This is an optimization exercise on Yosys and OpenROAD, whose aim is small area, a short achievable clock period and few clock cycles per item, not a production implementation. The RTL was checked by simulation tests, not by an equivalence proof against the original design.

exp/juniper:
## SIMON_64128
module SIMON_64128
#(	parameter N = 32,
	parameter M = 4		)
 (	input logic clk, nR,
	input logic newData, newKey,
	input logic enc_dec, readData,
	input logic [2*N-1:0] plain,
	input logic [M-1:0][N-1:0] key,
	output logic ldData, ldKey,
	output logic doneData, doneKey,
	output logic [2*N-1:0] cipher	);
export LEC_CHECK = 0
export CAP_MARGIN = 20
export CORE_MARGIN = 2
export CORE_UTILIZATION = 40
export SETUP_SLACK_MARGIN = 2.7
export SLEW_MARGIN = 20
create_clock -name core_clock -period 6.0 [get_ports {clk}]
standard.sh (not shown) runs the stock make flow with config.mk's settings and CLKGATE_MAP_FILE= SYNTH_SCRIPT=/design/flow/synth_recipe.tcl, a recipe that flattens the netlist after the stock synthesis.
==> flow/flow/run.sh <==
#!/bin/bash
# The standard layout (standard.sh, unchanged synthesis and steps), except that
# the port buffers placement inserts on every input and output are plain
# buffers (buf_2) instead of the delay cells buffer_ports picks by default;
# timing repair may still resize them.
set -euo pipefail
export BUFFER_PORTS_ARGS="-buffer_cell sky130_fd_sc_hd__buf_2"
bash standard.sh > standard.log 2>&1
The flow did not stop early for exp/juniper: all stages ran, and the layout cleared the timing, design-rule and antenna checks.
Testbench counts of exp/juniper, summed over its fixed seeds: cycles 11,866, blocks 480.
Edits applied to the flow inputs when going from exp/juniper to exp/ember:
Settings: SETUP_SLACK_MARGIN: 2.7 -> 3.8.
Notes after the runs:
Measured against exp/juniper, the length of routed met3 wiring of exp/ember comes out at 1.5 times the reference value.
Of exp/juniper and exp/ember, the run reporting the higher number of nets in the finished design was exp/ember.
Relative to exp/juniper, non-clock buffer count has gone up in exp/ember.
Slew at the pin closest to its max-slew limit: exp/ember vs exp/juniper down 220 ps
--- input diff exp/ember..exp/xenon ---
Settings: swapping 3.8 for 3.0 in SETUP_SLACK_MARGIN.
==> comparison <==
- The more densely filled core belongs to exp/ember, not exp/xenon.
- Looking at global-route usage, exp/xenon sits 2.8 points lower than exp/ember does.
- Changes observed in exp/xenon relative to exp/ember: final area now sits lower, area of placed instances went down by 0.41%, synthesis-stage register bit count about even, routed length on met2 decreased by 16% relative to the old numbers.
- Diff exp/ember..exp/xenon | overall die width | unchanged
- Post-route fraction of the period consumed by the critical path: exp/xenon > exp/ember
- Max freq exp/ember -> exp/xenon: degraded
- Total met3 wirelength after detailed routing (exp/xenon / exp/ember): 0.862
- Initial antenna violation count in exp/xenon is 2 lower than in exp/ember
> inputs changed (exp/xenon -> exp/indigo)
Settings: setting GPL_ROUTABILITY_DRIVEN to 0 for the first time; changing SETUP_SLACK_MARGIN from 3.0 to 3.45; setting PLACE_DENSITY to 0.8 for the first time.
==> flow/flow/run.sh <==
#!/bin/bash
# The standard layout (standard.sh, unchanged synthesis and steps), except that
# the port buffers placement inserts on every input and output are plain
# buffers (buf_1) instead of the delay cells buffer_ports picks by default;
# timing repair may still resize them.
set -euo pipefail
export BUFFER_PORTS_ARGS="-buffer_cell sky130_fd_sc_hd__buf_1"
bash standard.sh > standard.log 2>&1
[summary]
Compared with exp/xenon, exp/indigo ends up with a larger final cell area. Between exp/xenon and exp/indigo, the flow reports average wire per cell in the routed design increasing slightly. Wire length of the first global-routing pass delta for exp/indigo relative to exp/xenon: 1.3% higher. Compared with exp/xenon, the router placed more vias in exp/indigo. exp/xenon has higher minimum period implied by the final worst setup slack than exp/indigo.
Edits applied to the flow inputs when going from exp/indigo to exp/harbor:
Settings: a change of SETUP_SLACK_MARGIN from 3.45 to 3.3; a deleted GPL_ROUTABILITY_DRIVEN that had been 0.
==> flow/flow/run.sh <==
#!/bin/bash
# The standard layout (standard.sh, unchanged synthesis and steps), except that
# the port buffers placement inserts on every input and output are plain
# buffers (buf_2) instead of the delay cells buffer_ports picks by default;
# timing repair may still resize them.
set -euo pipefail
export BUFFER_PORTS_ARGS="-buffer_cell sky130_fd_sc_hd__buf_2"
bash standard.sh > standard.log 2>&1
Results
Going from exp/indigo to exp/harbor, transition at the pin with the smallest max-transition slack lower; aggregate routed wire length lower.
Input-level comparison between exp/sierra and exp/harbor:
Settings: an added GPL_ROUTABILITY_DRIVEN of 0; a change of SETUP_SLACK_MARGIN from 3.3 to 3.45.
--- outcome ---
- exp/harbor → exp/sierra: number of filler cells placed in the layout now smaller, detailed route wirelength on metal3 now smaller, clock transition at the registers of the reported paths comparable, setup slack now larger, final cell count now larger.
- Row post-route clock period utilization: exp/sierra lower / exp/harbor higher
- exp/sierra vs. exp/harbor: clock buffer count went down by 4.9%.
- Reported for exp/sierra and exp/harbor, portion of the post-synthesis area used by sequential elements turned out identical to the last digit.
- Post-layout minimum cycle time: exp/sierra and exp/harbor compared, lower one is exp/sierra
- Route | exp/sierra vs exp/harbor | wire shorter in exp/sierra
- Cmp exp/sierra and exp/harbor / area taken by multi-input logic gates / lower: exp/harbor

Starting RTL as in the previous note.
Design SIMON_64128, start of the top module:
module SIMON_64128
#(	parameter N = 32,
	parameter M = 4		)
 (	input logic clk, nR,
	input logic newData, newKey,
	input logic enc_dec, readData,
	input logic [2*N-1:0] plain,
	input logic [M-1:0][N-1:0] key,
	output logic ldData, ldKey,
	output logic doneData, doneKey,
	output logic [2*N-1:0] cipher	);
Settings: LEC_CHECK=0, CAP_MARGIN=20, CORE_MARGIN=2, CORE_UTILIZATION=40, GPL_ROUTABILITY_DRIVEN=0, PLACE_DENSITY=0.8, SETUP_SLACK_MARGIN=3.45, SLEW_MARGIN=20, TNS_END_PERCENT=30; clock period 6.0 ns.
==> flow/flow/run.sh <==
#!/bin/bash
# The standard layout (standard.sh, unchanged synthesis and steps), except that
# the port buffers placement inserts on every input and output are plain
# buffers (buf_2) instead of the delay cells buffer_ports picks by default;
# timing repair may still resize them.
set -euo pipefail
export BUFFER_PORTS_ARGS="-buffer_cell sky130_fd_sc_hd__buf_2"
bash standard.sh > standard.log 2>&1
Testbench counts at the start, summed over its fixed seeds: cycles 11,866, blocks 480.
==> next run, changes <==
GPL_ROUTABILITY_DRIVEN = unset   (was 0)
PLACE_DENSITY = unset   (was 0.8)
SETUP_SLACK_MARGIN = 3.6   (was 3.45)
TNS_END_PERCENT = unset   (was 30)
Worst setup slack improved by 0.14 ns.
Worst hold slack gains 0.0036 ns.
Die area does not change.
Wire length climbs by 6.9%.
Global-route usage rises by 1.7 points.

Starting RTL as in the previous note.
==> flow/config.mk <==
export PLATFORM = sky130hd
export DESIGN_NAME = SIMON_64128
export DESIGN_NICKNAME = SIMON_64128
export VERILOG_FILES = /design/flow/design.v
export SDC_FILE = /design/flow/constraint.sdc
export NUM_CORES = 4
export LEC_CHECK = 0
export CAP_MARGIN = 20
export CORE_MARGIN = 2
export CORE_UTILIZATION = 40
export GPL_ROUTABILITY_DRIVEN = 0
export PLACE_DENSITY = 0.8
export SETUP_SLACK_MARGIN = 3.55
export SLEW_MARGIN = 20
==> flow/constraint.sdc <==
create_clock -name core_clock -period 6.0 [get_ports {clk}]
set_input_delay 1.2000 -clock core_clock [delete_from_list [all_inputs] [get_ports {clk}]]
set_output_delay 1.2000 -clock core_clock [all_outputs]
set_load 0.01 [all_outputs]
Scripts as last shown in full above: flow/flow/run.sh
The first run ran to the end with no violations.
Testbench counts at the start, summed over its fixed seeds: cycles 11,866, blocks 480.
Change:
PLACE_DENSITY = 0.9   (was 0.8)
SETUP_SLACK_MARGIN = 3.45   (was 3.55)
Result: Count of clock-buffer cells in the layout falls by 1; die area does not change; sequential share of layout area went up by 1.4 points; final area decreases by a few percent; synthesized cell count does not change; routed wire length climbs by a few percent; area after synthesis stays the same.
Change:
PLACE_DENSITY = 0.8   (was 0.9)
SETUP_SLACK_MARGIN = 3.5   (was 3.45)
Final area is higher by a few percent; routed wire length is lower slightly; synthesized area does not change; cell count is higher by a few percent.
Change:
GPL_ROUTABILITY_DRIVEN = not set   (was 0)
PLACE_DENSITY = not set   (was 0.8)
SETUP_SLACK_MARGIN = 3.3   (was 3.5)
Setup slack degrades by 0.10 ns.
Global-route usage barely changes.
Final area drops by a few percent.

Another version of the RTL of SIMON_64128 (not shown whole).
For scale: ~2500 cells after synthesis, roughly 340 flip-flops, about 270 I/O pins.
==> flow/design.v (excerpt) <==
module SIMON_64128
#(	parameter N = 32,
	parameter M = 4		)
 (	input logic clk, nR,
	input logic newData, newKey,
	input logic enc_dec, readData,
	input logic [2*N-1:0] plain,
	input logic [M-1:0][N-1:0] key,
	output logic ldData, ldKey,
	output logic doneData, doneKey,
	output logic [2*N-1:0] cipher	);
make LEC_CHECK=0 CAP_MARGIN=20 CORE_MARGIN=2 CORE_UTILIZATION=60 SETUP_SLACK_MARGIN=3.6 SLEW_MARGIN=20 finish   # period 6.0 ns
run.sh (not shown) runs the stock make flow with config.mk's settings and CLKGATE_MAP_FILE= SYNTH_SCRIPT=/design/flow/synth_recipe.tcl, a recipe that flattens the netlist after the stock synthesis.
Stock flow here: none of the scripts above is used.
The starting point finished clean.
Testbench counts at the start, summed over its fixed seeds: cycles 11,866, blocks 480.
Next try:
==> flow/flow/run.sh (new file) <==
#!/bin/bash
# The standard layout (standard.sh, unchanged synthesis and steps), except that
# the port buffers placement inserts on every input and output are plain
# buffers (buf_2) instead of the delay cells buffer_ports picks by default;
# timing repair may still resize them.
set -euo pipefail
export BUFFER_PORTS_ARGS="-buffer_cell sky130_fd_sc_hd__buf_2"
bash standard.sh > standard.log 2>&1
==> flow/standard.sh (new file) <==
#!/bin/bash
# synth_recipe.tcl (not shown) runs the flow's synth.tcl, then flattens the netlist and writes it again
# the make line also repeats each setting of config.mk as NAME=value (left out here)
make -C /OpenROAD-flow-scripts/flow DESIGN_CONFIG=/design/flow/config.mk WORK_HOME=/design/flow/orfs CLKGATE_MAP_FILE= SYNTH_SCRIPT=/design/flow/synth_recipe.tcl "${@:-finish}"
CORE_UTILIZATION = 40   (was 60)
removed: flow/run.sh
After rerunning:
- non-clock buffer count does not change
- utilization came out lower by 28 points
- fmax came out higher by about 0.75%
- routed wire length rose by about 3%
- setup slack improves by 0.019 ns
- register-to-register slack improves by 0.02 ns
- final cell count is higher by about 8%
Next try:
==> flow/run.sh (new file) <==
#!/bin/bash
# synth_recipe.tcl (not shown) runs the flow's synth.tcl, then flattens the netlist and writes it again
# the make line also repeats each setting of config.mk as NAME=value (left out here)
make -C /OpenROAD-flow-scripts/flow DESIGN_CONFIG=/design/flow/config.mk WORK_HOME=/design/flow/orfs CLKGATE_MAP_FILE= SYNTH_SCRIPT=/design/flow/synth_recipe.tcl finish
removed: flow/flow/run.sh
removed: flow/standard.sh
First-iteration DRC count came out lower by about a fifth. Worst setup slack gains 0.027 ns. Non-clock buffer count rose by 3. Critical path depth rose by 1.

Another version of the RTL of SIMON_64128 (not shown whole).
Size: ~2400 cells after synthesis, ~330 flip-flops, ~270 I/O pins, ~23000 sq um of cells after synthesis.
Settings: LEC_CHECK=0, CAP_MARGIN=20, CORE_MARGIN=2, CORE_UTILIZATION=40, SLEW_MARGIN=20; clock period 6.0 ns.
Stock flow here: none of the scripts above is used.
The starting point went through all stages and came out clean.
Testbench counts at the start, summed over its fixed seeds: cycles 11,422, blocks 480.
Change:
--- a/flow/config.mk
+++ b/flow/config.mk
@@ -10,2 +10,3 @@
 export CORE_UTILIZATION = 40
+export SETUP_SLACK_MARGIN = 3.6
 export SLEW_MARGIN = 20
=>
- hold slack barely changes
- area after synthesis is unchanged
- routed wire length went up by 13%

## run A
The RTL this note starts from:
==> flow/design.v <==
module SIMON_function
#(	parameter N = 32		)
 (	input logic [N-1:0] in,
	output logic [N-1:0] out	);
always_comb
begin
	out = ({in[N-2:0], in[N-1]} & {in[N-9:0], in[N-1:N-8]}) ^ {in[N-3:0], in[N-1:N-2]};
end
endmodule
module SIMON_round
#(	parameter N = 32		)
 (	input logic [2*N-1:0] block,
	input logic [N-1:0] key,
	output logic [2*N-1:0] out	);
logic [N-1:0] f;
SIMON_function #(N) func(.in(block[2*N-1:N]), .out(f));
always_comb
begin
	out[N-1:0] = block[2*N-1:N];
	out[2*N-1:N] = block[N-1:0] ^ key ^ f;
end
endmodule
module SIMON_keyexpansion
#(	parameter N = 32		)
 (	input logic [N-1:0] far, k1, k3,
	input logic zb,
	output logic [N-1:0] out		);
logic [N-1:0] t;
always_comb
begin
	t = {k1[2:0], k1[N-1:3]} ^ k3;
	t = t ^ {t[0], t[N-1:1]};
	out = ~far ^ t ^ {{(N-1){1'b0}}, zb} ^ 'd3;
end
endmodule
module SIMON_control
#(	parameter N = 32	)
 (	input logic clk, nR,
	input logic newData, newKey,
	input logic enc_dec, readData,
	input logic [2*N-1:0] plain,
	input logic [4*N-1:0] key,
	output logic ldData, ldKey,
	output logic doneData, doneKey,
	output logic [2*N-1:0] cipher	);
localparam logic [61:0] z = 62'b11110000101100111001010001001000000111101001100011010111011011;
localparam int LAST = 21;
logic run;		 
logic [4:0] cnt;	 
logic last;		 
logic par;		 
logic ks1, ks2;	 
logic act;		 
logic pend;		 
logic kvalid;	 
logic enc;		 
logic [2*N-1:0] P;
logic [3:0][N-1:0] A, B;
logic goKey, goData, start;
logic run_n, last_n, par_n, ks1_n, ks2_n, act_n, pend_n, kvalid_n;
logic doneKey_n, doneData_n;
logic [4:0] cnt_n;
assign goKey = newKey && ldKey;
assign goData = newData && ldData;
logic [2:0][2*N-1:0] r;
logic [1:0][N-1:0] rk;
assign rk[0] = enc ? A[2] : B[3];
assign rk[1] = enc ? A[3] : B[2];
assign r[0] = P;
genvar g;
generate
	for(g=0; g<2; g++)
	begin : rounds
		SIMON_round #(N) rd(.block(r[g]), .key(rk[g]), .out(r[g+1]));
	end
endgenerate
logic [5:0][N-1:0] af, bb;
logic [1:0] za, zbk;
function automatic logic zc(input int i);
	zc = (i >= 0 && i < 62) ? z[i] : 1'b0;
endfunction
always_comb
	for(int i=0; i<2; i++)
	begin
		za[i] = zc(2*cnt - 2 + i);
		zbk[i] = ks1 ? 1'b0 : zc(39 - 2*cnt - i);
	end
assign af[3:0] = A;
assign bb[5:2] = B;
generate
	for(g=0; g<2; g++)
	begin : ksteps
		SIMON_keyexpansion #(N) kf(.far(af[g]), .k1(af[g+3]), .k3(af[g+1]), .zb(za[g]), .out(af[g+4]));
		SIMON_keyexpansion #(N) kb(.far(bb[5-g]), .k1(bb[4-g]), .k3(bb[2-g]), .zb(zbk[g]), .out(bb[1-g]));
	end
endgenerate
always_comb
begin
	run_n = run;
	cnt_n = cnt;
	par_n = par;
	ks1_n = 1'b0;
	ks2_n = 1'b0;
	act_n = act;
	pend_n = pend;
	kvalid_n = kvalid;
	doneKey_n = doneKey || goKey;
	doneData_n = doneData && !readData;
	start = 1'b0;		 
	if(run)
	begin
		cnt_n = cnt + 5'd1;
		if(last)
		begin
			run_n = 1'b0;
			par_n = 1'b0;
			kvalid_n = 1'b1;
			act_n = 1'b0;
			if(act)	doneData_n = 1'b1;
			start = 1'b1;
		end
	end
	else if(ks1)	ks2_n = 1'b1;
	else if(ks2)
	begin
		par_n = 1'b0;
		start = 1'b1;
	end
	else
	begin
		par_n = !par;
		start = par;
	end
	if(goKey)
	begin
		kvalid_n = 1'b0;
		ks1_n = 1'b1;
		start = 1'b0;
	end
	if(goData)	pend_n = 1'b1;
	if(start && pend_n)
	begin
		run_n = 1'b1;
		cnt_n = 'b0;
		act_n = (goData ? enc_dec : enc) || kvalid_n;
		pend_n = !act_n;
	end
	last_n = run_n && (cnt_n == LAST);
end
always_ff @(posedge clk, negedge nR)
begin
	if(~nR)
	begin
		run <= 1'b0;
		cnt <= 'b0;
		last <= 1'b0;
		par <= 1'b0;
		ks1 <= 1'b0;
		ks2 <= 1'b0;
		act <= 1'b0;
		pend <= 1'b0;
		kvalid <= 1'b0;
		enc <= 1'b0;
		doneKey <= 1'b0;
		doneData <= 1'b0;
		ldKey <= 1'b0;
		ldData <= 1'b0;
	end
	else
	begin
		run <= run_n;
		cnt <= cnt_n;
		last <= last_n;
		par <= par_n;
		ks1 <= ks1_n;
		ks2 <= ks2_n;
		act <= act_n;
		pend <= pend_n;
		kvalid <= kvalid_n;
		doneKey <= doneKey_n;
		doneData <= doneData_n;
		ldKey <= !pend_n && !ks1_n && !ks2_n && (!run_n || last_n);
		ldData <= doneKey_n && !doneData_n && !pend_n && !run_n && !ks1_n && (ks2_n || par_n);
		if(ldData)	enc <= enc_dec;
	end
end
always_ff @(posedge clk)
begin
	if(ldData)	P <= enc_dec ? plain : {plain[N-1:0], plain[2*N-1:N]};
	else if(run && act)	P <= (last && !enc) ? {r[2][N-1:0], r[2][2*N-1:N]} : r[2];
end
assign cipher = P;
always_ff @(posedge clk)
begin
	if(goKey)	B <= key;
	else if(run && !last)
	begin
		if(kvalid)	B <= {B[1:0], bb[1:0]};
	end
	else if(ks1)	B <= {B[1:0], bb[1:0]};
	else if(!ks2)	B <= A;
end
always_ff @(posedge clk)
begin
	if(run && !last)	A <= af[5:2];
	else	A <= B;
end
endmodule
module SIMON_64128
#(	parameter N = 32,
	parameter M = 4		)
 (	input logic clk, nR,
	input logic newData, newKey,
	input logic enc_dec, readData,
	input logic [2*N-1:0] plain,
	input logic [M-1:0][N-1:0] key,
	output logic ldData, ldKey,
	output logic doneData, doneKey,
	output logic [2*N-1:0] cipher	);
SIMON_control #(N) control(.*);
endmodule
export LEC_CHECK = 0
export CAP_MARGIN = 20
export CORE_MARGIN = 2
export CORE_UTILIZATION = 40
export GPL_ROUTABILITY_DRIVEN = 0
export SETUP_SLACK_MARGIN = 3.3
export SLEW_MARGIN = 20
create_clock -name core_clock -period 6.0 [get_ports {clk}]
standard.sh (not shown) runs the stock make flow with config.mk's settings and CLKGATE_MAP_FILE= SYNTH_SCRIPT=/design/flow/synth_recipe.tcl, a recipe that flattens the netlist after the stock synthesis.
==> flow/flow/run.sh <==
#!/bin/bash
# The standard layout (standard.sh, unchanged synthesis and steps), except that
# the port buffers placement inserts on every input and output are plain
# buffers (buf_2) instead of the delay cells buffer_ports picks by default;
# timing repair may still resize them.
set -euo pipefail
export BUFFER_PORTS_ARGS="-buffer_cell sky130_fd_sc_hd__buf_2"
bash standard.sh > standard.log 2>&1
Testbench counts of run A, summed over its fixed seeds: cycles 11,866, blocks 480.
Setup changes, run A to run B
Settings: PLACE_DENSITY: unset -> 0.8; SETUP_SLACK_MARGIN: 3.3 -> 3.4.
Results
Per the comparison of run B with run A, top fanout value on the critical path now sits higher; post-route fraction of the period consumed by the critical path shrank by 0.61 points; worst-case setup margin in the final layout went up; end-of-flow core utilization now sits higher. Wire length of the first global-routing pass sits lower in run B than in run A. Between run B and run A, the layout multi-input combinational cell count figures differ only marginally. Run B vs run A: arrival time of the worst setup path down in run B. There was hardly any difference in worst hold slack between run B and run A. Run A -> run B: number of nets in the final layout flat.
Input changes introduced in run C (baseline for comparison: run B):
Settings: PLACE_DENSITY: 0.8 -> unset; SETUP_SLACK_MARGIN: 3.4 -> 3.3; GPL_ROUTABILITY_DRIVEN: 0 -> unset.
==> flow/flow/run.sh <==
#!/bin/bash
# The standard layout (standard.sh, unchanged synthesis and steps), except that
# the port buffers placement inserts on every input and output are plain
# buffers (buf_1) instead of the delay cells buffer_ports picks by default;
# timing repair may still resize them.
set -euo pipefail
export BUFFER_PORTS_ARGS="-buffer_cell sky130_fd_sc_hd__buf_1"
bash standard.sh > standard.log 2>&1
[summary]
Re number of clock buffer instances in the layout: run B and run C aren't equal, and the lower value belongs to run B.
Per the comparison of run C with run B, core utilization now sits lower; first-pass GRT wire length rose by 4300 um.
Changes observed in run C relative to run B: post-placement cell area went down 1.3%, required time of the critical path went up 120 ps.
Start point of the critical path = control.cnt[0]: run C; start point of the critical path = control.run: run B
Total of cells resized after clock tree synthesis, run C vs run B: down by a few percent
Going from run B to run C, per-cell routed wire length rose 0.77 um; ratio of cells with drive above 1 in the final layout fell 9.9 points.

-- separate check: timing with driven ports --
Ports are ideal in the flow. The routed layouts listed here were re-timed in OpenROAD.
Step 1 assumes that a clkbuf_16 drives the clock port and a buf_2 every other input.
Step 2 adds t to the input delays and takes it off the output delays; t is the mean of the earliest and latest rising clock arrival at the registers after step 1. Input paths then give back, and output paths get back, about the clock's delay inside the block.
a / b / c = no drivers / after step 1 / after step 2; a / b = the first two.
| run | shift t [ns] | setup WS [ns] | worst data-port slew with drivers (ns) |
|---|---|---|---|
| exp/juniper | 0.607 | 2.910 / 2.910 / 2.632 | 0.05 |
| exp/ember | 0.625 | 3.509 / 3.463 / 3.132 | 0.05 |
| exp/xenon | 0.615 | 3.077 / 3.077 / 2.701 | 0.06 |
| exp/indigo | 0.613 | 3.398 / 3.396 / 2.931 | 0.11 |
| exp/harbor | 0.613 | 3.341 / 3.341 / 2.921 | 0.11 |
| exp/sierra | 0.609 | 3.442 / 3.387 / 2.982 | 0.08 |
| the first run of note 2 | 0.590 | 3.370 / 3.370 / 3.056 | 0.11 |
| the second run of note 2 | 0.625 | 3.514 / 3.497 / 3.076 | 0.08 |
| the first run of note 3 | 0.597 | 3.428 / 3.411 / 3.160 | 0.11 |
| the second run of note 3 | 0.595 | 3.377 / 3.377 / 3.002 | 0.12 |
| the third run of note 3 | 0.609 | 3.435 / 3.435 / 3.028 | 0.13 |
| the fourth run of note 3 | 0.624 | 3.335 / 3.335 / 2.751 | 0.05 |
| the first run of note 4 | 0.601 | 3.427 / 3.427 / 3.052 | 0.05 |
| the second run of note 4 | 0.633 | 3.446 / 3.446 / 3.058 | 0.05 |
| the third run of note 4 | 0.630 | 3.473 / 3.449 / 2.956 | 0.05 |
| the first run of note 5 | 0.607 | 2.034 / 1.977 / 2.089 | 0.06 |
| the second run of note 5 | 0.617 | 2.822 / 2.765 / 3.078 | 0.05 |
| run A | 0.625 | 3.329 / 3.289 / 2.812 | 0.08 |
| run B | 0.617 | 3.366 / 3.356 / 2.935 | 0.11 |
| run C | 0.623 | 3.360 / 3.326 / 2.780 | 0.09 |
After both steps setup and hold are still met in every run listed. For the fourth run of note 3, which loses most, drivers alone change the setup slack by 0.000 ns; drivers and shift together by -0.584 ns.
